What follows belongs to an exercise in optimizing a design on an open flow for small area and a short achievable clock period; a production flow would make more cautious choices. RTL that was checked went through simulation tests only; none was proved equivalent to the original. No activity file was given, so power comes from the tool's default toggle rates.

## run A
## adder
module adder #(
    parameter N = 512,
    parameter p = 512'h65b48e8f740f89bffc8ab0d15e3e4c4ab42d083aedc88c425afbfcc69322c9cda7aac6c567f35507516730cc1f0b4f25c2721bf457aca8351b81b90533c6c87b,
    parameter word_size = 32,
    parameter chunks = N/word_size
    ) (
    input clk,
    input rst,
    input c_in,
    input wire [N-1:0] X, Y,
    output wire [N:0] Z,
    output reg done
);
==> flow/config.mk <==
export PLATFORM = sky130hd
export DESIGN_NAME = adder
export DESIGN_NICKNAME = adder
export VERILOG_FILES = /design/flow/design.v
export SDC_FILE = /design/flow/constraint.sdc
export NUM_CORES = 4
export LEC_CHECK = 0
export ABC_AREA = 1
export CAP_MARGIN = 20
export CORE_AREA = 10 10 370 370
export CTS_CLUSTER_DIAMETER = 80
export CTS_CLUSTER_SIZE = 30
export DIE_AREA = 0 0 380 380
export SLEW_MARGIN = 20
export SYNTH_HIERARCHICAL = 1
export SYNTH_MINIMUM_KEEP_SIZE = 0
==> flow/constraint.sdc <==
create_clock -name core_clock -period 10.0 [get_ports {clk}]
set_input_delay 2.0000 -clock core_clock [delete_from_list [all_inputs] [get_ports {clk}]]
set_output_delay 2.0000 -clock core_clock [all_outputs]
set_load 0.01 [all_outputs]
standard.sh (not shown) runs the stock make flow with config.mk's settings and CLKGATE_MAP_FILE= SYNTH_SCRIPT=/design/flow/synth_recipe.tcl, a recipe that flattens the netlist after the stock synthesis.
==> flow/flow/run.sh <==
#!/bin/bash
# Own layout flow: the standard flow with the standard synthesis unchanged, and
#  - port buffers made from plain buffers (buf_1, resized later as timing needs) instead of the
#    default delay buffer,
#  - pins allowed on every routing track of the die's edge, so that the die can be small,
set -euo pipefail
MARGIN=${MARGIN:-6.8}
bash standard.sh \
  "BUFFER_PORTS_ARGS=-buffer_cell sky130_fd_sc_hd__buf_1" \
  "PLACE_PINS_ARGS=-min_distance 1 -min_distance_in_tracks" \
  "SETUP_SLACK_MARGIN=$MARGIN" \
  finish > standard.log 2>&1
Run A | stages: all done | timing, DRC, antenna: all pass
Modified inputs, run B compared to run A
==> flow/flow/run.sh <==
#!/bin/bash
# Own layout flow: the standard flow with the standard synthesis unchanged, and
#  - port buffers made from plain buffers (buf_1, resized later as timing needs) instead of the
#    default delay buffer,
#  - pins allowed on every routing track of the die's edge, so that the die can be small,
set -euo pipefail
MARGIN=${MARGIN:-7.0}
bash standard.sh \
  "BUFFER_PORTS_ARGS=-buffer_cell sky130_fd_sc_hd__buf_1" \
  "PLACE_PINS_ARGS=-min_distance 1 -min_distance_in_tracks" \
  "SETUP_SLACK_MARGIN=$MARGIN" \
  "CTS_ARGS=-sink_clustering_enable -repair_clock_nets -sink_clustering_size 30 -sink_clustering_max_diameter 80 -dont_use_dummy_load" \
  finish > standard.log 2>&1
Against run A, run B comes in about 0.8% higher on upper clock frequency limit. In the final reports, the cell area of run B is smaller than that of run A. Run B -> run A: global-route usage flat. Per the comparison of run B with run A, sequential share of layout area rose by 0.25 points, clock skew climbed 38 ps, final cell count lost 0.62%. Run B reached the final stage; the timing, design-rule and antenna checks on its layout passed.
Inputs modified between run B and run C:
==> flow/flow/run.sh <==
#!/bin/bash
# Own layout flow: the standard flow with the standard synthesis unchanged, and
#  - port buffers made from plain buffers (buf_1, resized later as timing needs) instead of the
#    default delay buffer,
#  - pins allowed on every routing track of the die's edge, so that the die can be small,
set -euo pipefail
MARGIN=${MARGIN:-6.5}
bash standard.sh \
  "BUFFER_PORTS_ARGS=-buffer_cell sky130_fd_sc_hd__buf_1" \
  "PLACE_PINS_ARGS=-min_distance 1 -min_distance_in_tracks" \
  "SETUP_SLACK_MARGIN=$MARGIN" \
  finish > standard.log 2>&1
Notes after the runs:
- Across run C and run B, the outcome is the same: a clean finish for every run.
- Against run B, run C comes in 110 ps lower on critical path's largest stage delay.
- In the metrics for run C and run B, the one carrying the higher met3 demand-to-capacity share in global routing is run C.
- Of run C and run B, the higher internal portion of total power belongs to run B.

* * *

== before ==
Another version of the RTL of adder (not shown whole).
For scale: ~5300 cells after synthesis, about 1500 I/O pins, roughly 56000 sq um of cells after synthesis.
Settings: LEC_CHECK=0, ABC_AREA=1, CAP_MARGIN=20, CORE_AREA=10 10 530 530, CTS_CLUSTER_DIAMETER=80, CTS_CLUSTER_SIZE=30, DIE_AREA=0 0 540 540, SLEW_MARGIN=20; clock period 10.0 ns.
==> flow/flow/run.sh <==
#!/bin/bash
set -euo pipefail
MARGIN=${MARGIN:-6.5}
bash standard.sh \
  "BUFFER_PORTS_ARGS=-buffer_cell sky130_fd_sc_hd__buf_1" \
  "SETUP_SLACK_MARGIN=$MARGIN" \
  finish > standard.log 2>&1
Edits applied to the flow inputs when going from before to after:
Settings: CTS_CLUSTER_DIAMETER no longer set, was 80; CTS_CLUSTER_SIZE no longer set, was 30.
==> flow/flow/run.sh <==
#!/bin/bash
set -euo pipefail
MARGIN=${MARGIN:-6.3}
bash standard.sh \
  "BUFFER_PORTS_ARGS=-buffer_cell sky130_fd_sc_hd__buf_2" \
  "SETUP_SLACK_MARGIN=$MARGIN" \
  finish > standard.log 2>&1
Delta (after minus before): first-pass GRT wire length +about 1.8%; sequential power was more or less identical.
after -> before: area share of xor/xnor cells in the synthesized design delta 0, exact match
Delta (after minus before): total power per unit cell area climbed about 6%, wire length climbed 1.2%, total via count after detailed routing climbed about 1.2%, total power climbed 11%.
Delta(synthesis-to-layout area growth, after - before) > 0
Function was not checked in any run of this note: the RTL went through the layout flow alone.

* * *

## v43
Another version of the RTL of adder (not shown whole).
Size: ~1300 flip-flops, roughly 1500 I/O pins.
Settings: LEC_CHECK=0, CAP_MARGIN=20, CORE_AREA=10 10 530 530, DIE_AREA=0 0 540 540, SLEW_MARGIN=20; clock period 10.0 ns.
run.sh (not shown) runs the stock make flow with config.mk's settings and CLKGATE_MAP_FILE= SYNTH_SCRIPT=/design/flow/synth_recipe.tcl, a recipe that flattens the netlist after the stock synthesis.
Stock flow here: none of the scripts above is used.
### v43 -> v13
- clearing CORE_AREA, which used to be 10 10 530 530
- putting CORE_MARGIN at 2 where nothing was set
- putting CORE_UTILIZATION at 50 where nothing was set
- putting ABC_CLOCK_PERIOD_IN_PS at 3000 where nothing was set
- clearing DIE_AREA, which used to be 0 0 540 540
--- outcome ---
FAIL v13 @ I/O pin placement: tool exited with error. v43 has a lower starting density of the core than v13. Placement row count sits lower in v13 than in v43. Taking v43 as the reference, in v13 die boundary height shrank by 40%, die span in x dropped 220 µm.
### v13 -> v42
- a deleted ABC_CLOCK_PERIOD_IN_PS that had been 3000
--- outcome ---
v42: it failed with a tool error in I/O pin placement, so there are no final results.
Diff v13..v42 | flop and latch count out of synthesis | unchanged
Reported for v13 and v42, number of placement rows turned out identical to the last digit.
The fraction of the mapped netlist area in adder cells on v42 is in line with that on v13.

* * *

Another version of the RTL of adder (not shown whole).
Size in the first run: roughly 4700 cells after synthesis, roughly 690 flip-flops, ~1500 I/O pins, about 46000 um2 of cells after synthesis.
## adder
module adder #(
    parameter N = 512,
    parameter p = 512'h65b48e8f740f89bffc8ab0d15e3e4c4ab42d083aedc88c425afbfcc69322c9cda7aac6c567f35507516730cc1f0b4f25c2721bf457aca8351b81b90533c6c87b,
    parameter word_size = 32,
    parameter chunks = N/word_size
    ) (
    input clk,
    input rst,
    input c_in,
    input wire [N-1:0] X, Y,
    output wire [N:0] Z,
    output reg done
);
clock: 10.0 ns
lec_check: 0
abc_area: 1
cap_margin: 20
core_area: 10 10 370 370
cts_cluster_diameter: 80
cts_cluster_size: 30
die_area: 0 0 380 380
slew_margin: 20
synth_hierarchical: 1
synth_minimum_keep_size: 0
standard.sh (not shown) runs the stock make flow with config.mk's settings and CLKGATE_MAP_FILE= SYNTH_SCRIPT=/design/flow/synth_recipe.tcl, a recipe that flattens the netlist after the stock synthesis.
==> flow/flow/run.sh <==
#!/bin/bash
# Own layout flow: the standard flow with the standard synthesis unchanged, and
#  - port buffers made from plain buffers (buf_1, resized later as timing needs) instead of the
#    default delay buffer,
#  - pins allowed on every routing track of the die's edge, so that the die can be small,
#  - after global placement, each output buffer moved next to the register that drives it
#    (move_outbufs.tcl); detailed placement legalizes it,
#  - clock tree sinks clustered in groups of up to 30 within 80 um, without dummy loads.
# Each tool's full output stays in orfs/logs/; make's output goes to standard.log and
# move_outbufs.log here.
set -euo pipefail
MARGIN=${MARGIN:-6.5}
HERE=$(pwd)
ARGS=(
  "BUFFER_PORTS_ARGS=-buffer_cell sky130_fd_sc_hd__buf_1"
  "PLACE_PINS_ARGS=-min_distance 1 -min_distance_in_tracks"
  "SETUP_SLACK_MARGIN=$MARGIN"
  "CTS_ARGS=-sink_clustering_enable -repair_clock_nets -sink_clustering_size 30 -sink_clustering_max_diameter 80 -dont_use_dummy_load"
)
RES=$HERE/orfs/results/sky130hd/adder/base
bash standard.sh "${ARGS[@]}" "$RES/3_3_place_gp.odb" > standard.log 2>&1
ODB_FILE=$RES/3_3_place_gp.odb openroad -no_init -exit "$HERE/flow/move_outbufs.tcl" > move_outbufs.log 2>&1
bash standard.sh "${ARGS[@]}" finish >> standard.log 2>&1
==> flow/flow/move_outbufs.tcl <==
# Moves each output port's buffer next to the register that drives it, so that the register
# drives a short wire and the (resizable) buffer drives the wire to the pin.
read_db $::env(ODB_FILE)
set block [ord::get_db_block]
set moved 0
foreach bterm [$block getBTerms] {
  if {[$bterm getIoType] ne "OUTPUT"} continue
  set net [$bterm getNet]
  if {$net eq "NULL"} continue
  set buf ""
  foreach it [$net getITerms] { if {[$it isOutputSignal]} { set buf [$it getInst] } }
  if {$buf eq ""} continue
  set drv ""
  foreach it [$buf getITerms] {
    if {[$it isInputSignal]} {
      set innet [$it getNet]
      if {$innet eq "NULL"} continue
      foreach jt [$innet getITerms] { if {[$jt isOutputSignal]} { set drv [$jt getInst] } }
    }
  }
  if {$drv eq ""} continue
  set loc [$drv getLocation]
  $buf setLocation [lindex $loc 0] [lindex $loc 1]
  incr moved
}
puts "moved $moved output buffers"
write_db $::env(ODB_FILE)
The baseline ran to the end with no violations.
Change:
==> flow/flow/run.sh (replaced) <==
#!/bin/bash
# Own layout flow: the standard flow with the standard synthesis unchanged, and
#  - port buffers made from plain buffers (buf_1, resized later as timing needs) instead of the
#    default delay buffer,
#  - pins allowed on every routing track of the die's edge, so that the die can be small,
set -euo pipefail
MARGIN=${MARGIN:-6.5}
bash standard.sh \
  "BUFFER_PORTS_ARGS=-buffer_cell sky130_fd_sc_hd__buf_1" \
  "PLACE_PINS_ARGS=-min_distance 1 -min_distance_in_tracks" \
  "SETUP_SLACK_MARGIN=$MARGIN" \
  "CTS_ARGS=-sink_clustering_enable -repair_clock_nets -sink_clustering_size 30 -sink_clustering_max_diameter 80 -dont_use_dummy_load" \
  finish > standard.log 2>&1
removed: flow/flow/move_outbufs.tcl
Register-to-register slack hardly moves. Utilization climbs by 0.16 points. Design area came out higher slightly. Non-clock buffer count rose by 24. Global-route usage fell by 0.16 points. Clock-buffer cell count rose by 2. Via count climbs slightly.
Change:
==> flow/flow/run.sh (replaced) <==
#!/bin/bash
# Own layout flow: the standard flow with the standard synthesis unchanged, and
#  - port buffers made from plain buffers (buf_1, resized later as timing needs) instead of the
#    default delay buffer,
#  - pins allowed on every routing track of the die's edge, so that the die can be small,
#  - after global placement, each output buffer moved next to the register that drives it
#    and made a buf_2 (move_outbufs.tcl); detailed placement legalizes it,
#  - clock tree sinks clustered in groups of up to 30 within 80 um, without dummy loads.
# Each tool's full output stays in orfs/logs/; make's output goes to standard.log and
# move_outbufs.log here.
set -euo pipefail
MARGIN=${MARGIN:-6.5}
HERE=$(pwd)
ARGS=(
  "BUFFER_PORTS_ARGS=-buffer_cell sky130_fd_sc_hd__buf_1"
  "PLACE_PINS_ARGS=-min_distance 1 -min_distance_in_tracks"
  "SETUP_SLACK_MARGIN=$MARGIN"
  "CTS_ARGS=-sink_clustering_enable -repair_clock_nets -sink_clustering_size 30 -sink_clustering_max_diameter 80 -dont_use_dummy_load"
)
RES=$HERE/orfs/results/sky130hd/adder/base
bash standard.sh "${ARGS[@]}" "$RES/3_3_place_gp.odb" > standard.log 2>&1
ODB_FILE=$RES/3_3_place_gp.odb openroad -no_init -exit "$HERE/flow/move_outbufs.tcl" > move_outbufs.log 2>&1
bash standard.sh "${ARGS[@]}" finish >> standard.log 2>&1
==> flow/flow/move_outbufs.tcl (new file) <==
# Moves each output port's buffer next to the register that drives it, so that the register
# drives a short wire and the (resizable) buffer, made a buf_2, drives the wire to the pin.
read_db $::env(ODB_FILE)
set block [ord::get_db_block]
set moved 0
set buf2 [[ord::get_db] findMaster sky130_fd_sc_hd__buf_2]
foreach bterm [$block getBTerms] {
  if {[$bterm getIoType] ne "OUTPUT"} continue
  set net [$bterm getNet]
  if {$net eq "NULL"} continue
  set buf ""
  foreach it [$net getITerms] { if {[$it isOutputSignal]} { set buf [$it getInst] } }
  if {$buf eq ""} continue
  set drv ""
  foreach it [$buf getITerms] {
    if {[$it isInputSignal]} {
      set innet [$it getNet]
      if {$innet eq "NULL"} continue
      foreach jt [$innet getITerms] { if {[$jt isOutputSignal]} { set drv [$jt getInst] } }
    }
  }
  if {$drv eq ""} continue
  set loc [$drv getLocation]
  $buf setLocation [lindex $loc 0] [lindex $loc 1]
  if {[[$buf getMaster] getName] eq "sky130_fd_sc_hd__buf_1"} { $buf swapMaster $buf2 }
  incr moved
}
puts "moved $moved output buffers"
write_db $::env(ODB_FILE)
- PLACE_DENSITY: default -> 0.7
Effect: The changed run finished with timing, DRC and antenna clean; via count rises by 0.71%; setup slack improved by 120 ps; clock power falls by about 2%; sequential power is about the same; clock skew rises by 6.9 ps; maximum frequency rises by about 3.4%; cell area rises by 0.47%; non-clock buffer count falls by 35; clock-buffer cell count falls by 2; power is about the same; wire length rises by 2.6%.
Change:
--- a/flow/flow/run.sh
+++ b/flow/flow/run.sh
@@ -6,4 +6,4 @@
 #  - after global placement, each output buffer moved next to the register that drives it
-#    and made a buf_2 (move_outbufs.tcl); detailed placement legalizes it,
-#  - clock tree sinks clustered in groups of up to 30 within 80 um, without dummy loads.
+#    (move_outbufs.tcl); detailed placement legalizes it,
+#  - clock tree sinks clustered in groups of up to 20 within 50 um, without dummy loads.
 # Each tool's full output stays in orfs/logs/; make's output goes to standard.log and
@@ -17,3 +17,3 @@
   "SETUP_SLACK_MARGIN=$MARGIN"
-  "CTS_ARGS=-sink_clustering_enable -repair_clock_nets -sink_clustering_size 30 -sink_clustering_max_diameter 80 -dont_use_dummy_load"
+  "CTS_ARGS=-sink_clustering_enable -repair_clock_nets -sink_clustering_size 20 -sink_clustering_max_diameter 50 -dont_use_dummy_load"
 )
--- a/flow/flow/move_outbufs.tcl
+++ b/flow/flow/move_outbufs.tcl
@@ -1,3 +1,3 @@
 # Moves each output port's buffer next to the register that drives it, so that the register
-# drives a short wire and the (resizable) buffer, made a buf_2, drives the wire to the pin.
+# drives a short wire and the (resizable) buffer drives the wire to the pin.
 read_db $::env(ODB_FILE)
@@ -5,3 +5,2 @@
 set moved 0
-set buf2 [[ord::get_db] findMaster sky130_fd_sc_hd__buf_2]
 foreach bterm [$block getBTerms] {
@@ -24,3 +23,2 @@
   $buf setLocation [lindex $loc 0] [lindex $loc 1]
-  if {[[$buf getMaster] getName] eq "sky130_fd_sc_hd__buf_1"} { $buf swapMaster $buf2 }
   incr moved
- PLACE_DENSITY: 0.7 -> default
=> Worst setup slack is worse by 52 ps; total power goes up by about 12%; non-clock buffer count goes up by 5; sequential share of layout area goes down by 0.53 points.

[separate check: timing with driven ports]
The flow's constraints put no driver on any port. The routed layouts listed below were extracted and timed again, unchanged, in two steps. Step 1 sets driving cells, clkbuf_16 on the clock port and buf_2 on the other inputs (assumed; they add their load-dependent delay and slew). Step 2 times the ports against the registers' clock, not the clock port: input delays grow and output delays shrink by t, the midpoint of the rising clock arrivals with the driver on. Three values: ideal ports, drivers, drivers and shift; two values: the first two.
run | t, ns | setup slack, ns | slew at the worst register clock pin (ns)
run A | 0.733 | 6.626 / 6.548 / 6.198 | 0.11 / 0.11
run B | 0.706 | 6.651 / 6.574 / 6.297 | 0.11 / 0.11
run C | 0.772 | 6.543 / 6.468 / 6.209 | 0.12 / 0.12
before | 0.845 | 6.515 / 6.411 / 6.110 | 0.12 / 0.12
after | 0.886 | 6.471 / 6.371 / 6.165 | 0.07 / 0.07
v43 | 0.884 | 4.833 / 4.833 / 4.833 | 0.07 / 0.07
the first run of note 4 | 0.708 | 6.507 / 6.434 / 6.195 | 0.10 / 0.10
the second run of note 4 | 0.721 | 6.470 / 6.394 / 6.198 | 0.11 / 0.11
the third run of note 4 | 0.710 | 6.587 / 6.515 / 6.203 | 0.11 / 0.11
the fourth run of note 4 | 0.742 | 6.535 / 6.460 / 6.188 | 0.07 / 0.07
After both steps setup and hold are still met in every run listed. For run A, which loses most, drivers alone change the setup slack by -0.078 ns; drivers and shift together by -0.428 ns.
